Source: an optimization exercise on an open RTL-to-GDS flow (aim: small area and a short achievable clock period). Production flows keep margins and buffers that such runs may drop. Only simulation tests tie the RTL to the original design; equivalence was not proved.

$ cat design/flow/config.mk
export PLATFORM = sky130hd
export DESIGN_NAME = breadboard
export DESIGN_NICKNAME = breadboard
export VERILOG_FILES = /design/flow/design.v
export SDC_FILE = /design/flow/constraint.sdc
export NUM_CORES = 4
export LEC_CHECK = 0
export CAP_MARGIN = 20
export CORE_MARGIN = 2
export CORE_UTILIZATION = 40
export SLEW_MARGIN = 20
$ cat design/flow/constraint.sdc
create_clock -name core_clock -period 80.0 [get_ports {clk}]
set_input_delay 16.0000 -clock core_clock [delete_from_list [all_inputs] [get_ports {clk}]]
set_output_delay 16.0000 -clock core_clock [all_outputs]
set_load 0.01 [all_outputs]
$ cat design/flow/design.v
module AND_gate(A, B, Out);  
  input [31:0] A;
  input [31:0] B;
  output [31:0] Out;
  assign Out = (A & B);
endmodule
module OR_gate(A, B, Out);  
  input [31:0] A;
  input [31:0] B;
  output [31:0] Out;
  assign Out = (A | B);
endmodule
module XOR_gate(A, B, Out);  
  input [31:0] A;
  input [31:0] B;
  output [31:0] Out;
  assign Out = (A ^ B);
endmodule
module NOT_gate(A, Out);  
  input [31:0] A;
  output [31:0] Out;
  assign Out = ~A;
endmodule
module NAND_gate(A, B, Out);  
  input [31:0] A;
  input [31:0] B;
  output [31:0] Out;
  assign Out = ~(A & B);
endmodule
module NOR_gate(A, B, Out);  
  input [31:0] A;
  input [31:0] B;
  output [31:0] Out;
  assign Out = ~(A | B);
endmodule
module XNOR_gate(A, B, Out);  
  input [31:0] A;
  input [31:0] B;
  output [31:0] Out;
  assign Out = ~(A ^ B);
endmodule
module ADD_er(A, B, SUM, Cout);  
  input [31:0] A;
  input [31:0] B;
  output Cout;
  output [31:0] SUM;
  reg [32:0] SUM_local;
  always @(*) begin
    SUM_local = {1'b0, A} + {1'b0, B};
  end
  assign SUM = SUM_local[31:0];  
  assign Cout = SUM_local[32];  
endmodule
module SUB_er(A, B, Out); 
  input [31:0] A;
  input [31:0] B;
  output [31:0] Out;
  reg [32:0] SUB_local;                 
  always @(*) begin
    SUB_local = B-A;
  end
  assign Out = SUB_local[32:0];
endmodule
module MUL_er(A, B, Out);  
  input [31:0] A;
  input [31:0] B;
  output [31:0] Out;
  reg [31:0] MUL_local;
  always @(*) begin
    MUL_local = A*B;
  end
  assign Out = MUL_local[31:0];
endmodule
module DIV_er(A, B, Out, Remainder); 
  input [31:0] A;
  input [31:0] B;
  output [31:0] Out;
  output [31:0] Remainder;
  reg [31:0] DIV_local;
  reg [31:0] REMAIN_local;
  always @(*) begin
    if (A == 32'd0) begin
      DIV_local = 32'hFFFFFFFF;
      REMAIN_local = B;
    end else begin
      DIV_local = B/A;
      REMAIN_local = B%A;
    end
  end
  assign Out = DIV_local[31:0];
  assign Remainder = REMAIN_local[31:0];
endmodule
module SHL_Logic(A, Out);  
  input [31:0] A;
  output [31:0] Out;
  reg [31:0] SHL_local;
  always @(*) begin
    SHL_local = (A << 1);
  end
  assign Out = SHL_local[31:0];
endmodule
module SHR_Logic(A, Out);  
  input [31:0] A;
  output [31:0] Out;
  reg [31:0] SHR_local;
  always @(*) begin
    SHR_local = (A >> 1);
  end
  assign Out = SHR_local[31:0];
endmodule
module DFF(clk, inputA, Out);  
  input clk;
  input inputA;
  output Out;
  reg Out;
  always @(posedge clk) begin
    Out = inputA;
  end
endmodule
module DFF_register(clk, reset, inputA, Out);  
  input clk;
  input reset;
  input [31:0] inputA;
  output [31:0] Out;
  wire [31:0] zeroes;
  assign zeroes = {32{1'b0}};
  reg [31:0] rst;
  always @(posedge clk)
  begin
    rst = inputA;
    if (reset==1) begin
      rst = 0;
    end
  end
  assign Out = rst;
endmodule
module ERROR_Check(clk, rst, add_of, LED); 
  input clk;
  input rst;
  input add_of;
  output LED;
  wire Overflow_ERR;
  assign Overflow_ERR = add_of;
  wire ERROR_wire;
  reg ERROR_value;
  DFF ERROR_CHECKER (clk, Overflow_ERR, ERROR_wire);
  always@(*)
  begin
    ERROR_value = ERROR_wire;
    if (rst == 0)
    begin
      ERROR_value = 0;
    end
  end
  assign LED = ERROR_wire;
endmodule
module MUX(channels, select, Out); 
  input [15:0][31:0] channels;
  input [3:0] select;
  output [31:0] Out;
  assign Out = channels[select];
endmodule
module breadboard(clk,reset,A,B,C,opcode, ERR_out); 
  input clk;
  input reset;
  input [3:0] opcode;
  input [31:0] A;
  input [31:0] B;
  output [31:0] C;
  output ERR_out;
  reg [31:0] curA;
  reg [31:0] curB;
  reg [31:0] curC;
  reg curERROR;
  reg [31:0] nextA;
  reg [31:0] nextB;
  reg [31:0] nextC;
  reg nextERROR;
  wire rst_wire;
  wire clk_wire;
  wire [31:0] inputA_wire;
  wire [31:0] inputB_wire;
  wire [31:0] reg_A_cur_wire;
  wire [31:0] reg_B_cur_wire;
  assign rst_wire = reset;
  assign clk_wire = clk;
  assign inputA_wire = A;
  assign inputB_wire = B;
  wire opcode_s0;
  wire opcode_s1;
  wire opcode_s2;
  wire opcode_s3;
  assign opcode_s0 = opcode[0];
  assign opcode_s1 = opcode[1];
  assign opcode_s2 = opcode[2];
  assign opcode_s3 = opcode[3];
  wire [3:0] opcode_MUX;
  wire [31:0] zeros_wire;
  wire [31:0] ADD_out_wire;
  wire carry_error_wire;
  wire [31:0] SUB_out_wire;
  wire [31:0] MUL_out_wire;
  wire [31:0] DIV_out_wire;
  wire [31:0] remainder_wire;
  wire [31:0] AND_out_wire;
  wire [31:0] OR_out_wire;
  wire [31:0] XOR_out_wire;
  wire [31:0] NOT_out_wire;
  wire [31:0] NAND_out_wire;
  wire [31:0] NOR_out_wire;
  wire [31:0] XNOR_out_wire;
  wire [31:0] SHL_out_wire;
  wire [31:0] SHR_out_wire;
  assign zeros_wire = {32{1'b0}};
  assign opcode_MUX = opcode;
  wire [15:0][31:0] MUX_channels;
  wire [31:0] MUX_out_wire;
  wire [31:0] reg_out_wire;
  assign MUX_channels[0]  = reg_out_wire;
  assign MUX_channels[1]  = ADD_out_wire;
  assign MUX_channels[2]  = SUB_out_wire;
  assign MUX_channels[3]  = MUL_out_wire;
  assign MUX_channels[4]  = DIV_out_wire;
  assign MUX_channels[5]  = remainder_wire;
  assign MUX_channels[6]  = AND_out_wire;
  assign MUX_channels[7]  = OR_out_wire;
  assign MUX_channels[8]  = XOR_out_wire;
  assign MUX_channels[9]  = NOT_out_wire;
  assign MUX_channels[10] = NAND_out_wire;
  assign MUX_channels[11] = NOR_out_wire;
  assign MUX_channels[12] = XNOR_out_wire;
  assign MUX_channels[13] = SHL_out_wire;
  assign MUX_channels[14] = SHR_out_wire;
  assign MUX_channels[15] = zeros_wire;
  wire [31:0] acc_result;
  wire ERROR_result;
  ADD_er        Ch1  (inputA_wire, inputB_wire, ADD_out_wire, carry_error_wire);
  SUB_er        Ch2  (inputA_wire, inputB_wire, SUB_out_wire);
  MUL_er        Ch3  (inputA_wire, inputB_wire, MUL_out_wire);
  DIV_er        Ch4  (inputA_wire, inputB_wire, DIV_out_wire, remainder_wire);
  AND_gate      Ch6  (inputA_wire, inputB_wire, AND_out_wire);
  OR_gate       Ch7  (inputA_wire, inputB_wire, OR_out_wire);
  XOR_gate      Ch8  (inputA_wire, inputB_wire, XOR_out_wire);
  NOT_gate      Ch9  (inputB_wire, NOT_out_wire);
  NAND_gate     Ch10 (inputA_wire, inputB_wire, NAND_out_wire);
  NOR_gate      Ch11 (inputA_wire, inputB_wire, NOR_out_wire);
  XNOR_gate     Ch12 (inputA_wire, inputB_wire, XNOR_out_wire);
  SHL_Logic     Ch13 (inputA_wire, SHL_out_wire);
  SHR_Logic     Ch14 (inputA_wire, SHR_out_wire);
  MUX           CMD (MUX_channels, opcode_MUX, MUX_out_wire);
  DFF_register  ACC (clk_wire, rst_wire, MUX_out_wire, reg_out_wire);
  ERROR_Check   ERR (clk_wire, rst_wire, carry_error_wire, ERROR_result);
  always @(*)
  begin
    curA = reg_A_cur_wire;
    curB = reg_B_cur_wire;
    curC = reg_out_wire;
    curERROR = ERROR_result;
    nextA = inputA_wire;
    nextB = inputB_wire;
    nextC = MUX_out_wire;
    nextERROR = carry_error_wire;
  end
  assign C = reg_out_wire; 
  assign ERR_out = ERROR_result;
endmodule
$ cat design/flow/run.sh
#!/bin/bash
# synth_recipe.tcl (not shown) runs the flow's synth.tcl, then flattens the netlist and writes it again
# the make line also repeats each setting of config.mk as NAME=value (left out here)
make -C /OpenROAD-flow-scripts/flow DESIGN_CONFIG=/design/flow/config.mk WORK_HOME=/design/flow/orfs CLKGATE_MAP_FILE= SYNTH_SCRIPT=/design/flow/synth_recipe.tcl finish
==> results.toml <==
[setup_path]
cp_num_buf_inv = 58
cp_max_fo = 14
crit_path_start_kind = "primary input"
path_common_cell = "buf_4"
ff2ff_setup_slack_ns = 78.29
worstPathRequired_ns = 80.17
crit_family = "compound AO/OA/AOI/OAI gates"
crit_type = "in -> reg"
cp-end-kind = "flop"
crit_path_max_incr_delay_ns = 0.56
crit_path_top_delay_cell = "or4b_4"
arrival_ns = 78.39
r2r_cells = 6

[power]
power_frac_comb_pct = 97.7
seqPwrFrac_pct = 1.5
cellPowerDensity_nw_per_um2 = 30.3
intPower_uw = 1010
clkPwrFrac_pct = 0.9
cellLeakagePower_uw = 0.0387
switchingPower_uw = 1340
vdd_drop_max_mv = 0.108
power_uw = 2350
swShare_pct = 56.9

[worst_hold_path]
min_path_type = "reg -> reg"
hold_depth = 2

[floorplan]
core_sq_um = 135000
initial_core_util_pct = 40.2
die_h_um = 372
rows = 135
die-area_sq_um = 139000
io-pin-count = 103
dieWidth_um = 372

[status]
outcome = "no timing/DRC/antenna violations"

[synth]
synth_warnings = 10
yosys-top-cells-area = "ha_1 17%, fa_1 15%, nand2_1 6.7%"
avgSynthCellArea_sq_um = 7.02
synth-seq-cells = 33
ys_seq_area_share_pct = 1.22
synth-main-ff-cell = "dfxtp_1"
netlist_instances = 7736
ys_types = 106
syn_nets = 8966
synthArstFlopShare_pct = 0
yosysTopAreaCellShare_pct = 17.3
synth_area_sq_um = 54300
synth_enable_flop_cells = 0
yosysTopAreaCell = "ha_1"

[finish]
final_nets = 11200
final_layout_size_suffix_gt1_share_pct = 30.9
syn_to_final_growth_pct = 42.8
nFillCells = 13200
finalNonFillerCells = 11700
finalCoreUtilization_pct = 57.4

[route]
met3_length_um = 31800
ant_nets = 0
routed_via_density = 6.03
wl_per_cell_um = 26.3
wl_met2_um = 130000
vias = 70600
drt-met1-wl_um = 125000
dr.pass1.iters = 9
wirelength_um = 308000
drc = 0
drtIter0Drc = 7569
highest_layer = "met5"

[global_route]
grt_pass1_wl_um = 441000
antenna_found_initial = 15
grt_pass1_vias = 67300
overflow = 0
grt_usage_pct = 42.6
grt_max_degree = 93

[sta]
setup_viol = 0
setup_tns_ns = 0
finalClockSkew_ns = 0
min_period_over_period_pct = 97.8
period_needed_ns = 78.22
relSlewSlack_pct = 29.8
hold_violations = 0
final_max_slew_viol_count = 0
fmax_mhz = 12.8
worst_slew_pin_slew_ns = 1.05
hold_slack_ns = 0.516

[flow_run]
cap_violations = 0

[placement]
gp_congestion = 1.04
dp_hpwl_um = 246000
io_buffers = 102
dp_cells = 11600

[clock_tree]
cts_tree = "yes"
cts_buffers = 5
root_buffer = "clkbuf_16"
clkLatencyLatePin_ns = 0.29
clock_sinks = 33
h-tree-depth = 2
clk_path_buf_depth = 2
path_clk_slew_ns = 0.06
postCtsHoldBufs = 0
[placed cells by master, fill, tap and decap left out, types with 57 or more instances in the layout]
cell type        instances
a211oi_1                92
a21o_1                 214
a21oi_1                540
a21oi_2                 79
a31oi_1                 91
buf_4                 2400
clkdlybuf4s50_1         93
fa_1                   410
ha_1                   720
inv_1                  696
nand2_1                958
nand2b_1                75
nand3_1                150
nor2_1                 725
nor3_1                 149
o211ai_1                88
o21a_1                 131
o21ai_0                361
or2_2                   57
or3_1                   64
xnor2_1                276
xor2_1                 162
[layout make-up]
cell class | instances | area [sq um] | area share (%)
antenna | 6 | 15.0 | 0.0194
clock buffer | 5 | 125 | 0.161
clock inverter | 3 | 17.5 | 0.0226
inverter | 721 | 2710 | 3.49
multi-input combinational | 6614 | 52000 | 67.1
sequential | 33 | 661 | 0.852
tap | 1781 | 2230 | 2.87
timing repair buffer | 2553 | 19800 | 25.5
[through the flow]
step | instance area, sq um | worst slack, ns
floorplan | 54500 | 0.0683
global placement | 74200 | -3.43
detailed placement | 74200 | -3.86
CTS | 74900 | 0.00750
global route | 77600 | -0.657
finish | 77600 | 1.78
[Yosys cell counts (21+ instances only)]
library cell,count
dfxtp_1,33
or3_1,71
nand2b_1,76
mux2_2,53
or2_2,59
o221ai_1,32
clkbuf_1,292
o2111ai_1,25
nand4_1,47
inv_1,710
o22ai_1,44
a211oi_1,112
nor2_1,758
a211o_1,32
o21a_1,135
nand3_1,156
and4_1,21
o21bai_1,51
a21boi_0,28
a31oi_1,105
nor4_1,25
nor3_1,177
mux2i_1,33
and3_1,56
xor2_1,164
a221oi_1,44
a21o_1,217
nor2b_1,59
o211ai_1,88
a22oi_1,27
o21ai_0,418
a221o_1,27
fa_1,411
and2_1,41
xnor2_1,277
ha_1,749
buf_1,69
o31ai_1,62
nand2_1,969
a21oi_1,628
[layer usage]
layer | vias to the layer above | GRT usage [%]
met5 | - | 0
met4 | 16 | 23.3
met3 | 911 | 8.19
met2 | 3959 | 65.5
met1 | 34000 | 56.0
li1 | 31800 | -
[worst max-delay path by stage]
| stage | startpoint | to | slack, ns | cells after the start |
|---|---|---|---|---|
| after floorplan | A[0] | flop | 0.07 | 311 |
| after global placement | A[9] | flop | -3.43 | 307 |
| after detailed placement | A[28] | flop | -3.86 | 301 |
| after CTS | A[4] | flop | 0.007 | 310 |
| after global routing | A[26] | flop | -0.66 | 313 |
| final | A[26] | flop | 1.78 | 309 |
[tightest hold or removal path: cells and delay by family (launching register included)]
kind / cells / cell delay (ns)
flops: 1 / 0.34
simple gates: 2 / 0.13
[cell families (layout without fill, tap and decap cells)]
group	count (synthesis)	after routing	share of synthesized area, %
DFF	33	33	1.22
buffers and inverters	1090	3282	7.57
AOI/OAI and AO/OA	2334	2334	28.4
xor gates and xnor gates	441	441	7.11
muxes	88	88	1.79
other	0	6	0
and+or+nand+nor	2590	2591	21.6
adders and majority gates	1160	1160	32.4
[power groups by stage]
stage | logic (uW) | registers (uW) | clock network [uW]
finish | 2300 | 34.8 | 20.2
global route | 2500 | 33.7 | 20.4
CTS | 2230 | 33.1 | 19.9
detailed placement | 2200 | 33.3 | 0
global placement | 2170 | 33.5 | 0
floorplan | 1480 | 26.0 | 0
[timing repair]
item / 4_1_cts / 5_1_grt
buffers inserted: 21 / 88
endpoints found under the setup margin: 32 / 32
gates resized for setup: 113 / 433
cloned: 0 / 4
pin swaps: 22 / 185

port drivers added, routing unchanged:
The flow's constraints put no driver on any port. The routed layout listed below was extracted and timed again, unchanged, in two steps.
Step 1 assumes that a clkbuf_16 drives the clock port and a buf_2 every other input.
Step 2 times the ports against the registers' clock, not the clock port: input delays grow and output delays shrink by t, the midpoint of the rising clock arrivals with the driver on.
Three values: ideal, step 1, step 2; two values: the first two.
t (ns): 0.340
setup slack, ns: 1.781 / 1.783 / 1.443
worst setup path at the end: input to register
clock arrival spread, ns: 0.006 / 0.006
worst data-port slew with drivers (ns): 0.14
After both steps this run still meets setup and hold. For this run, drivers alone change the setup slack by +0.002 ns; drivers and shift together by -0.338 ns.
